Source: an optimization exercise on an open RTL-to-GDS flow (aim: small area). Production flows keep margins and buffers that such runs may drop. At most, simulation tests tie the RTL to the original design; equivalence was not proved. Power is estimated from default activity; no workload was simulated.

## lane 1
// top
module top
  (input [0:0] clk_12mhz_i
  ,input [0:0] reset_n_async_unsafe_i
  ,input [3:1] button_async_unsafe_i
  ,output [7:0] ssd_o
  ,output [5:1] led_o);
   logic [0:0] btn1_st_r_0;
   logic [0:0] btn1_st_r_1;
   logic [0:0] btn1_st_r_2;
   logic [0:0] btn1_st_r_3;
   logic [0:0] btn2_st_r_0;
   logic [0:0] btn2_st_r_1;
   logic [0:0] btn2_st_r_2;
   logic [0:0] count_r_0;
   logic [0:0] count_r_1;
   logic [0:0] count_r_2;
   logic [0:0] count_r_3;
   logic [0:0] count_r_4;
   logic [0:0] count_r_5;
   logic [0:0] count_r_6;
   logic [0:0] count_r_7;
   logic [0:0] reset_n_sync_r;
   logic [0:0] reset_r;
   logic [0:0] thi_r_0;
   logic [0:0] thi_r_1;
   logic [0:0] thi_r_2;
   logic [0:0] thi_r_3;
   logic [0:0] thi_r_4;
   logic [0:0] thi_r_5;
   logic [0:0] thi_r_6;
   logic [0:0] thi_r_7;
   logic [0:0] thi_r_8;
   logic [0:0] tlo_r_0;
   logic [0:0] tlo_r_1;
   logic [0:0] tlo_r_10;
   logic [0:0] tlo_r_11;
   logic [0:0] tlo_r_12;
   logic [0:0] tlo_r_2;
   logic [0:0] tlo_r_3;
  ...
Size in the first run: about 210 cells after synthesis, roughly 39 flip-flops, roughly 18 I/O pins.
clock: 10.0 ns
lec_check: 0
cap_margin: 20
core_margin: 2
core_utilization: 40
cts_buf_list: sky130_fd_sc_hd__clkbuf_8
cts_cluster_diameter: 200
cts_cluster_size: 50
slew_margin: 20
synth_hierarchical: 1
synth_minimum_keep_size: 0
run.sh (not shown) runs the stock make flow with config.mk's settings and CLKGATE_MAP_FILE= SYNTH_SCRIPT=/design/flow/synth_recipe.tcl, a recipe that flattens the netlist after the stock synthesis.
Changes in lane 2 relative to lane 1:
- CTS_BUF_LIST: sky130_fd_sc_hd__clkbuf_8 -> sky130_fd_sc_hd__clkbuf_16
--- outcome ---
In summary, lane 2 completed successfully, with a layout that passed the timing, DRC and antenna checks.
Looking at lane 1 and lane 2, the clock skew is a wash.
Changes observed in lane 2 relative to lane 1: worst slew margin relative to its limit went up by 0.22 points; portion of total power attributed to combinational logic -0.7 points; area after synthesis neither gained nor lost much; post-route fraction of the period consumed by the critical path shrank by 0.16 points; post-detailed-routing wire length now smaller.
Looking at lane 1 and lane 2, the critical path depth in cells is a wash.
Lane 2 against lane 1: power share of the sequential group decreased by 5.1 points relative to the old numbers, routing usage on met2 closely matched the old numbers, worst hold slack decreased by 0.0040 ns relative to the old numbers.
What lane 3 does differently from lane 2 at the input level:
- CTS_BUF_LIST now sky130_fd_sc_hd__clkbuf_2 sky130_fd_sc_hd__clkbuf_4, was sky130_fd_sc_hd__clkbuf_16
## What came out
- On cell area after layout, lane 3 does better than lane 2.
- For flop-to-flop setup slack, lane 2 and lane 3 come out practically identical.
- Of lane 3 and lane 2, the run reporting the higher post-synthesis to final-layout area growth was lane 2.
- Of lane 3 and lane 2, lane 2 shows the lower number of iterations in the first detailed-routing pass, with lane 3 above it.
- Compared with lane 2, lane 3 shows per-cell via count in the routed design higher by 0.30%.
- | final standard cell utilization of the core | lane 3 vs lane 2 | 2.1 points lower |
For lane 4, these inputs were changed with respect to lane 3:
- a change of CORE_UTILIZATION from 40 to 70
- a change of CTS_BUF_LIST from sky130_fd_sc_hd__clkbuf_2 sky130_fd_sc_hd__clkbuf_4 to sky130_fd_sc_hd__clkbuf_4
- an added PLACE_DENSITY of 0.8
--- outcome ---
Diff lane 4 and lane 3: ratio of cells with drive above 1 in the final layout lower in lane 3
Summary of lane 4 over lane 3: cell-internal power now sits higher, setup slack now sits lower.
Modified inputs, lane 5 compared to lane 4
- PLACE_DENSITY no longer set, was 0.8
- CORE_UTILIZATION now 40, was 70
==> comparison <==
There was hardly any difference in sequential share of cell area between lane 5 and lane 4. Changes observed in lane 5 relative to lane 4: clock share of power down 5.5 points, area growth from synthesis to layout up 0.23 points, cell area flat, number of global-route vias before repair down 175, via density per instance down about 15%. Relative to lane 4, the wire length of the first global-routing pass measured on lane 5 has decreased by more than 10%. Relative to lane 4, combinational power share increased by 0.5 points in lane 5. The lower post-route total power of lane 5 and lane 4 is in lane 5. Cells: lane 5 has more instances than lane 4.

========
Another version of the RTL of top (not shown whole).
Size: roughly 210 cells after synthesis, ~39 flip-flops, ~18 I/O pins, about 1600 um2 of cells after synthesis.
clock: 10.0 ns
lec_check: 0
cap_margin: 20
core_margin: 2
core_utilization: 30
cts_buf_list: sky130_fd_sc_hd__clkbuf_4
cts_cluster_diameter: 200
cts_cluster_size: 50
slew_margin: 20
synth_hierarchical: 1
synth_minimum_keep_size: 0
==> next run, changes <==
- CORE_UTILIZATION: 30 -> 40
- CTS_CLUSTER_DIAMETER: 200 -> 100
- CTS_CLUSTER_SIZE: 50 -> 10
What happened: The new run completed without violations. First-iteration DRC count grows by 39%. Global-route usage increases by 3.6 points. Utilization came out higher by 13 points. Wire length drops by about 4.3%. Synthesized area stays the same. Setup slack gets worse by 0.062 ns.
==> next run, changes <==
- CTS_CLUSTER_DIAMETER: 100 -> 200
- CTS_CLUSTER_SIZE: 10 -> 50
Routed wire length stays the same.
Die area is unchanged.
Worst hold slack is unchanged.
Non-clock buffer count does not change.
Setup slack is unchanged.

========
12-09:
Another version of the RTL of top (not shown whole).
Size in the first run: about 200 cells after synthesis, about 18 I/O pins, about 1900 um2 of cells after synthesis.
make LEC_CHECK=0 CAP_MARGIN=20 CORE_MARGIN=2 CORE_UTILIZATION=40 SLEW_MARGIN=20 finish   # period 10.0 ns
Input changes introduced in 08-17 (baseline for comparison: 12-09):
==> flow/flow/run.sh (new file) <==
#!/bin/bash
# Own layout flow: the standard layout (standard.sh), with
#  - synthesis by flow/my_synth.tcl: the standard synthesis script with ABC's mapping
#    script replaced by flow/area.abc and no adder extraction (registers unchanged);
#  - small port buffers and a clock tree without dummy loads.
# Each step's full output goes to a log file of its own in this folder.
set -euo pipefail
here=$(pwd)
bash standard.sh SYNTH_SCRIPT="$here/flow/my_synth.tcl" ADDER_MAP_FILE= synth > "$here/synth.log" 2>&1
bash standard.sh \
  BUFFER_PORTS_ARGS="-buffer_cell sky130_fd_sc_hd__buf_1" \
  CTS_ARGS="-sink_clustering_enable -repair_clock_nets -dont_use_dummy_load -buf_list sky130_fd_sc_hd__clkbuf_4 sky130_fd_sc_hd__clkbuf_8" \
  finish > "$here/layout.log" 2>&1
==> flow/flow/area.abc (new file) <==
strash
&get -n
&syn2
&dch -f
&nf -R 1000
&put
strash
&get -n
&syn2
&dch -f
&nf -R 1000
&put
==> flow/flow/my_synth.tcl (new file) <==
# The standard synthesis (synth_recipe.tcl), with ABC's mapping script replaced by an
# area-oriented one. Registers are mapped by dfflibmap before ABC runs, so they are
# the standard synthesis's, with the same names and cells.
proc synth {args} { yosys synth -nofsm -noshare {*}$args }
set ::my_abc_script [file join [file dirname [file normalize [info script]]] area.abc]
proc abc {args} {
  set i [lsearch -exact $args -script]
  if { $i >= 0 } { lset args [expr { $i + 1 }] $::my_abc_script }
  yosys abc {*}$args
}
source $::env(SCRIPTS_DIR)/synth.tcl
# left out here: clear keep_hierarchy, flatten, clean up, hide names made inside functions, write 1_2_yosys.v
==> flow/standard.sh (new file) <==
#!/bin/bash
# synth_recipe.tcl (not shown) runs the flow's synth.tcl, then flattens the netlist and writes it again
# the make line also repeats each setting of config.mk as NAME=value (left out here)
make -C /OpenROAD-flow-scripts/flow DESIGN_CONFIG=/design/flow/config.mk WORK_HOME=/design/flow/orfs CLKGATE_MAP_FILE= SYNTH_SCRIPT=/design/flow/synth_recipe.tcl "${@:-finish}"
removed: flow/run.sh
Findings:
The effective utilization at floorplan number comes out higher for 12-09 vs 08-17.
Taking 12-09 as the reference, in 08-17 number of cells in the design after placement now smaller, count of mapped cells out of synthesis now smaller, average cell area after synthesis now smaller.
Run status, 08-17: aborted in 4_1_cts, error STA-0564
Compared with 12-09, 08-17 shows synthesized area lower by 13%.
Compared with 12-09, 08-17 shows a higher xor/xnor cell area share of the yosys netlist.
Global placement routability congestion | 08-17 below 12-09
There was hardly any difference in mux cell area share after synthesis between 08-17 and 12-09.

========
Another version of the RTL of top (not shown whole).
Size in the first run: about 1600 sq um of cells after synthesis.
export LEC_CHECK = 0
export CAP_MARGIN = 20
export CORE_MARGIN = 2
export CORE_UTILIZATION = 40
export CTS_BUF_LIST = sky130_fd_sc_hd__clkbuf_4
export CTS_CLUSTER_DIAMETER = 200
export CTS_CLUSTER_SIZE = 50
export SLEW_MARGIN = 20
export SYNTH_HIERARCHICAL = 1
export SYNTH_MINIMUM_KEEP_SIZE = 0
create_clock -name core_clock -period 10.0 [get_ports {clk_12mhz_i}]
Stock flow here: none of the scripts above is used.
The first run finished with timing, DRC and antenna clean.
==> next run, changes <==
--- a/flow/config.mk
+++ b/flow/config.mk
@@ -10,5 +10,2 @@
 export CORE_UTILIZATION = 40
-export CTS_BUF_LIST = sky130_fd_sc_hd__clkbuf_4
-export CTS_CLUSTER_DIAMETER = 200
-export CTS_CLUSTER_SIZE = 50
 export SLEW_MARGIN = 20
After rerunning: The new run finished with timing, DRC and antenna clean. Worst hold slack degrades by 0.0080 ns. First-iteration DRC count drops by well over a third. Synthesized cell count does not change. Total power is higher by about a fifth. Sequential power barely changes. Cell count stays the same. Non-clock buffer count stays the same. Critical path depth does not change. Via count goes down slightly. Sequential cell count does not change.
No functional check of the RTL was part of any run of this note.
